This is an optimization exercise on Yosys and OpenROAD, whose aim is small area, not a production implementation. Only simulation tests tie the RTL to the original design; equivalence was not proved. Power figures rest on the tool's default switching activity, not on a simulated workload.

[flow/design.v]
`timescale 1ns / 1ps
module adder_8bit(
	input logic [7:0] a,
	input logic [7:0] b,
	input logic c_in,
	output logic [7:0] sum,
	output logic c_out
);
	assign {c_out, sum} = a + b + c_in;
endmodule
`timescale 1ns / 1ps
module pipelined_adder_32bit (
    input logic clk,
    input logic reset,
    input logic [31:0] num_a,
    input logic [31:0] num_b,
    input logic Cin,
    output logic [31:0] sum,
    output logic Cout
);
  logic [31:0] num_a_4;
  logic [31:0] num_b_4;
  logic [23:0] num_a_3;
  logic [23:0] num_b_3;
  logic [15:0] num_a_2;
  logic [15:0] num_b_2;
  logic [ 7:0] num_a_1;
  logic [ 7:0] num_b_1;
  logic [31:0] sum4;
  logic [23:0] sum3;
  logic [15:0] sum2;
  logic [ 7:0] sum1;
  logic c_in1, c_in2, c_in3, c_in4;
  logic c_out4;   
  logic [7:0] sum1_w, sum2_w, sum3_w, sum4_w;
  logic c_out1_w, c_out2_w, c_out3_w, c_out4_w;
  adder_8bit adder_1 (
      .a    (num_a_1),
      .b    (num_b_1),
      .c_in (c_in1),
      .sum  (sum1_w),
      .c_out(c_out1_w)
  );
  adder_8bit adder_2 (
      .a    (num_a_2[15:8]),
      .b    (num_b_2[15:8]),
      .c_in (c_in2),
      .sum  (sum2_w),
      .c_out(c_out2_w)
  );
  adder_8bit adder_3 (
      .a    (num_a_3[23:16]),
      .b    (num_b_3[23:16]),
      .c_in (c_in3),
      .sum  (sum3_w),
      .c_out(c_out3_w)
  );
  adder_8bit adder_4 (
      .a    (num_a_4[31:24]),
      .b    (num_b_4[31:24]),
      .c_in (c_in4),
      .sum  (sum4_w),
      .c_out(c_out4_w)
  );
  always_ff @(posedge clk) begin
    if (reset) begin
      num_a_4 <= '0;
      num_a_3 <= '0;
      num_a_2 <= '0;
      num_a_1 <= '0;
      num_b_4 <= '0;
      num_b_3 <= '0;
      num_b_2 <= '0;
      num_b_1 <= '0;
      c_in1 <= '0;
      c_in2 <= '0;
      c_in3 <= '0;
      c_in4 <= '0;
      c_out4 <= '0;
      sum1 <= '0;
      sum2 <= '0;
      sum3 <= '0;
      sum4 <= '0;
    end else begin
      sum1 <= sum1_w;
      sum2[15:8] <= sum2_w;  
      sum2[7:0] <= sum1;  
      sum3[23:16] <= sum3_w; 
      sum3[15:0] <= sum2;
      sum4[31:24] <= sum4_w; 
      sum4[23:0] <= sum3;
      num_a_1 <= num_a[7:0];
      num_b_1 <= num_b[7:0];
      num_a_2 <= {num_a_2[7:0], num_a[15:8]};
      num_b_2 <= {num_b_2[7:0], num_b[15:8]};
      num_a_3 <= {num_a_3[15:8], num_a_3[7:0], num_a[23:16]};
      num_b_3 <= {num_b_3[15:8], num_b_3[7:0], num_b[23:16]};
      num_a_4 <= {num_a_4[23:16], num_a_4[15:8], num_a_4[7:0], num_a[31:24]};
      num_b_4 <= {num_b_4[23:16], num_b_4[15:8], num_b_4[7:0], num_b[31:24]};
      c_in1 <= Cin;
      c_in2 <= c_out1_w;
      c_in3 <= c_out2_w;
      c_in4 <= c_out3_w;
      c_out4 <= c_out4_w;
    end
  end
  assign sum = sum4;
  assign Cout = c_out4;
endmodule
[flow/run.sh]
#!/bin/bash
# synth_recipe.tcl (not shown) runs the flow's synth.tcl, then flattens the netlist and writes it again
# the make line also repeats each setting of config.mk as NAME=value (left out here)
make -C /OpenROAD-flow-scripts/flow DESIGN_CONFIG=/design/flow/config.mk WORK_HOME=/design/flow/orfs CLKGATE_MAP_FILE= SYNTH_SCRIPT=/design/flow/synth_recipe.tcl finish
[flow/config.mk]
export PLATFORM = sky130hd
export DESIGN_NAME = pipelined_adder_32bit
export DESIGN_NICKNAME = pipelined_adder_32bit
export VERILOG_FILES = /design/flow/design.v
export SDC_FILE = /design/flow/constraint.sdc
export NUM_CORES = 4
export LEC_CHECK = 0
export CAP_MARGIN = 20
export CORE_MARGIN = 2
export CORE_UTILIZATION = 40
export SLEW_MARGIN = 20
[flow/constraint.sdc]
create_clock -name core_clock -period 4.0 [get_ports {clk}]
set_input_delay 0.8000 -clock core_clock [delete_from_list [all_inputs] [get_ports {clk}]]
set_output_delay 0.8000 -clock core_clock [all_outputs]
set_load 0.01 [all_outputs]
==> implementation parameters <==
Parameter                              Value

Power
  Leakage ... 4.050 nW
  Power per unit of standard cell area ... 521.5 nW/um^2
  Net switching fraction of the power ... 19.71%
  Worst supply voltage drop on vdd ... 0.3425 mV
  Net switching power of the design ... 1.024 mW
  Tot Pwr ... 5.193 mW
  Sequential power share ... 49.4%
  Clock share of power ... 45.3%
  Internal power component ... 4.169 mW
  Comb power frac ... 5.2%

Synthesis
  Synth warn ... 1
  Primary FF master, synth ... sky130_fd_sc_hd__dfxtp_1
  Syn avg cell area ... 11.50 sq um
  Share of synthesized flip-flops with an asynchronous set or reset ... 0%
  Seq/Total Area, Yosys ... 62.46%
  Distinct cells, synth ... 43
  EDFF count, synth ... 0
  Synthesized net count ... 786
  Synthesized netlist cell count ... 683
  Mapped Area ... 7853 sq um
  FF+latch count, synth ... 245

Timing
  Setup violations, final ... 0
  Clk_skew ... 4.117 ps
  Setup repair after global routing missed its margin ... false
  Hold WS ... 430.6 ps
  Minimum period implied by the final worst setup slack ... 2255 ps
  Final total negative setup slack ... 0 ps
  Worst max-slew margin expressed relative to the limit ... 51.52%
  Worst-margin pin slew ... 727.2 ps
  Max Slew Vio Count ... 0
  FMAX ... 443.5 MHz
  Hold violation count in the final report ... 0
  Portion of the clock cycle consumed by the worst path in the final layout ... 56.37%

Clocking
  Largest buffer count on any clock path ... 3
  Max H-tree Level ... 1
  Cells resized by post-CTS repair ... 0
  CTS tree ... yes
  CTS Buf Count ... 25
  Number of sinks driven by the clock tree ... 245
  Clock input transition at the sequential cells of the worst setup and hold paths ... 60 ps
  Post-CTS Hold Fix Bufs ... 0
  Clock latency (worst-skew pair) ... 500 ps
  CTS Root Buffer Type ... sky130_fd_sc_hd__clkbuf_16
  Setup repair bufs after CTS ... 0

Worst setup path
  Critical R2R Capture ... c_out4$_SDFF_PP0_
  Category of the worst setup path capture point ... register
  Cell class contributing the biggest share of worst-path delay ... adder cells
  Max FO, Critical Path ... 3
  Largest stage delay on the critical path ... 470 ps
  Setup slack, reg-to-reg ... 1750 ps
  Cell count of the worst reg-to-reg path ... 6
  Crit Path Category ... reg -> reg
  Critical path buffers and inverters ... 0
  Cells along the critical path ... fa_1 -> fa_1 -> a211oi_1 -> o21a_1 -> nor2_1 -> o31a_1
  Worst EP arrival ... 2640 ps
  Reg2reg start ... c_in4$_SDFF_PP0_
  Crit start category ... register
  Endpoint required time on the critical path ... 4390 ps
  Cell type of the slowest stage on the worst timing path ... sky130_fd_sc_hd__fa_1
  Cell type with the highest occurrence count on the critical path ... sky130_fd_sc_hd__fa_1

Cells and area
  Most common cell after layout, fill and taps aside ... sky130_fd_sc_hd__dfxtp_1
  Fraction of layout instances using a drive strength above 1 ... 6.617%
  Summed area of non-filler cells in the final layout ... 9958 sq um
  Number of antenna repair diodes ... 0
  Layout area overhead ... 26.82%
  Net count reported at finish ... 886
  Commonest cells after routing, fill and taps aside ... sky130_fd_sc_hd__dfxtp_1 (245), sky130_fd_sc_hd__nor2b_1 (220), sky130_fd_sc_hd__clkdlybuf4s50_1 (98)

Min path
  Hold_sp ... sum3[13]$_SDFF_PP0_
  Hold depth ... 1
  Worst hold path endpoint ... sum4[13]$_SDFF_PP0_
  Type of the tightest min-delay check ... reg -> reg

Routing
  Drt pass-1 iters ... 4
  Via-to-Cell Ratio ... 4.303
  Count of routing violations after the opening detailed-route iteration ... 183
  Number of remaining DRC errors ... 0
  Total vias in the final route ... 4587
  Overall routed net length ... 12310 um
  Average wire length per cell after detail routing ... 11.55 um
  Final ANT Viol Nets ... 0

Placement
  Port Buf Inserts ... 99
  Post-DP HPWL ... 8082 um
  Global placer's final weighted congestion ... 0.7662
  Placed cell area ... 9095 sq um

Status
  Outcome ... timing/DRC/antenna clean

Global routing
  Initial antenna violation count ... 0
  First-pass GRT wire length ... 20280 um
  Pin count of the biggest net entering global routing ... 143
  Aggregate global routing overflow ... 0
  Number of global-route vias before repair ... 4399
  Global-route usage over all layers ... 11.89%

Flow run
  Max-cap violations ... 0

Die
  Core area ... 19330 sq um
  I/O pin total ... 100
  Site Rows ... 51
  Vertical die dimension ... 144.1 um
  Die width ... 144.1 um
  Die area ... 20770 sq um
  Starting utilization of the core area ... 40.61%
cell families after synthesis:
group | count (synthesis) | share of synthesized area (%)
buffers and inverters | 32 | 1.577
AOI/OAI and AO/OA | 74 | 6.772
muxes | 5 | 0.6851
DFF | 245 | 62.46
and+or+nand+nor | 285 | 21.34
adders and majority gates | 36 | 6.501
xor gates and xnor gates | 6 | 0.6692
power groups by stage:
stage | Clock, mW | Sequential [mW] | Combinational, mW
after floorplan | 0 | 2.62 | 0.161
after global placement | 0 | 2.62 | 0.268
after detailed placement | 0 | 2.62 | 0.273
after CTS | 2.43 | 2.57 | 0.275
after global routing | 2.52 | 2.58 | 0.304
final | 2.35 | 2.57 | 0.271
synthesized netlist by cell type, types with 3 or more instances:
library cell	count	area [sq um]
sky130_fd_sc_hd__a211o_1	3	26.28
sky130_fd_sc_hd__a211oi_1	13	97.59
sky130_fd_sc_hd__a21o_1	9	67.56
sky130_fd_sc_hd__a31oi_1	4	25.02
sky130_fd_sc_hd__buf_2	3	15.01
sky130_fd_sc_hd__clkbuf_1	24	90.09
sky130_fd_sc_hd__dfxtp_1	245	4905
sky130_fd_sc_hd__fa_1	8	160.2
sky130_fd_sc_hd__ha_1	28	350.3
sky130_fd_sc_hd__inv_1	4	15.01
sky130_fd_sc_hd__mux2_2	3	33.78
sky130_fd_sc_hd__nand2_1	3	11.26
sky130_fd_sc_hd__nand2b_1	3	18.77
sky130_fd_sc_hd__nor2_1	42	157.7
sky130_fd_sc_hd__nor2b_1	220	1376
sky130_fd_sc_hd__nor3_1	5	25.02
sky130_fd_sc_hd__o21a_1	3	22.52
sky130_fd_sc_hd__o21ai_0	19	95.09
sky130_fd_sc_hd__o21bai_1	3	22.52
sky130_fd_sc_hd__o22ai_1	3	18.77
sky130_fd_sc_hd__o31a_1	3	26.28
sky130_fd_sc_hd__xnor2_1	5	43.79
worst max-delay path by stage:
stage,slack [ps],start,to,cells past startpoint
2_1_floorplan,1940,c_in4$_SDFF_PP0_,c_out4$_SDFF_PP0_,6
4_1_cts,1760,sum4[18]$_SDFF_PP0_,sum[18],1
3_5_place_dp,1730,reset,sum2[13]$_SDFF_PP0_,5
3_3_place_gp,1840,reset,sum1[5]$_SDFF_PP0_,6
6_report,1750,c_in4$_SDFF_PP0_,c_out4$_SDFF_PP0_,6
5_1_grt,1680,c_in4$_SDFF_PP0_,sum4[30]$_SDFF_PP0_,6
worst reg2reg max path: stages, from the launching register on:
cell and delay (ps):
sky130_fd_sc_hd__dfxtp_1 310, sky130_fd_sc_hd__fa_1 470, sky130_fd_sc_hd__fa_1 450, sky130_fd_sc_hd__a211oi_1 410, sky130_fd_sc_hd__o21a_1 200, sky130_fd_sc_hd__nor2_1 60
sky130_fd_sc_hd__o31a_1 240
stage by stage:
step / setup slack [ps] / utilization (%) / cells
CTS: 1759 / 51.50 / 1066
finish: 1745 / 51.50 / 1066
global route: 1683 / 51.50 / 1066
detailed placement: 1727 / 47.04 / 1021
global placement: 1838 / 47.04 / 1021
floorplan: 1936 / - / 683
area by class of cell:
| class | instances | area, sq um |
|---|---|---|
| multi-input cells | 406 | 2824 |
| clock inverters | 8 | 122.6 |
| well taps | 265 | 331.6 |
| clock buffers | 37 | 740.7 |
| repair buffers | 101 | 1020 |
| fillers | 1691 | 9376 |
| flip-flops and latches | 245 | 4905 |
| inverters | 4 | 15.01 |
sequential cells by signal, indices dropped and copies added (netlist names), 16 cells and up:
| name | count |
|---|---|
| num_a_4 | 32 |
| num_b_3 | 24 |
| sum3 | 24 |
| sum4 | 32 |
| num_b_4 | 32 |
| sum2 | 16 |
| num_b_2 | 16 |
| num_a_3 | 24 |
| num_a_2 | 16 |
routing by layer:
layer | global-route usage [%] | wire length [um] | part of all wire (%)
met1 | 15.64 | 5828 | 47
met2 | 18.97 | 5378 | 44
met3 | 2.781 | 762 | 6.2
met4 | 4.747 | 340 | 2.8
met5 | 0 | 0 | 0

## separate check: timing with driven ports
The results above use ideal ports. As a check the final layout listed here was re-extracted and re-timed, cells and wires unchanged. Step 1 (the two cells are an assumption about what drives the block):
set clk [get_ports {clk}]
set_driving_cell -lib_cell sky130_fd_sc_hd__clkbuf_16 $clk
set_driving_cell -lib_cell sky130_fd_sc_hd__buf_2 [delete_from_list [all_inputs] $clk]
Step 2 moves the port delays by t, midway between the first and last clock arrival at a register: inputs arrive t later, outputs are due t later. That takes back most of the time a late clock gives input paths. Three values: no drivers, after step 1, after step 2; two values: the first two.
t, ns: 0.536
setup slack, ns: 1.745 / 1.739 / 1.720
latest minus earliest clock arrival (ns): 0.006 / 0.007
slew at the worst register clock pin (ns): 0.06 / 0.06
cell pins on the clock port's net: 1
After both steps this run still meets setup and hold. The setup slack of this run moves by -0.006 ns with the drivers and by -0.025 ns with both steps.
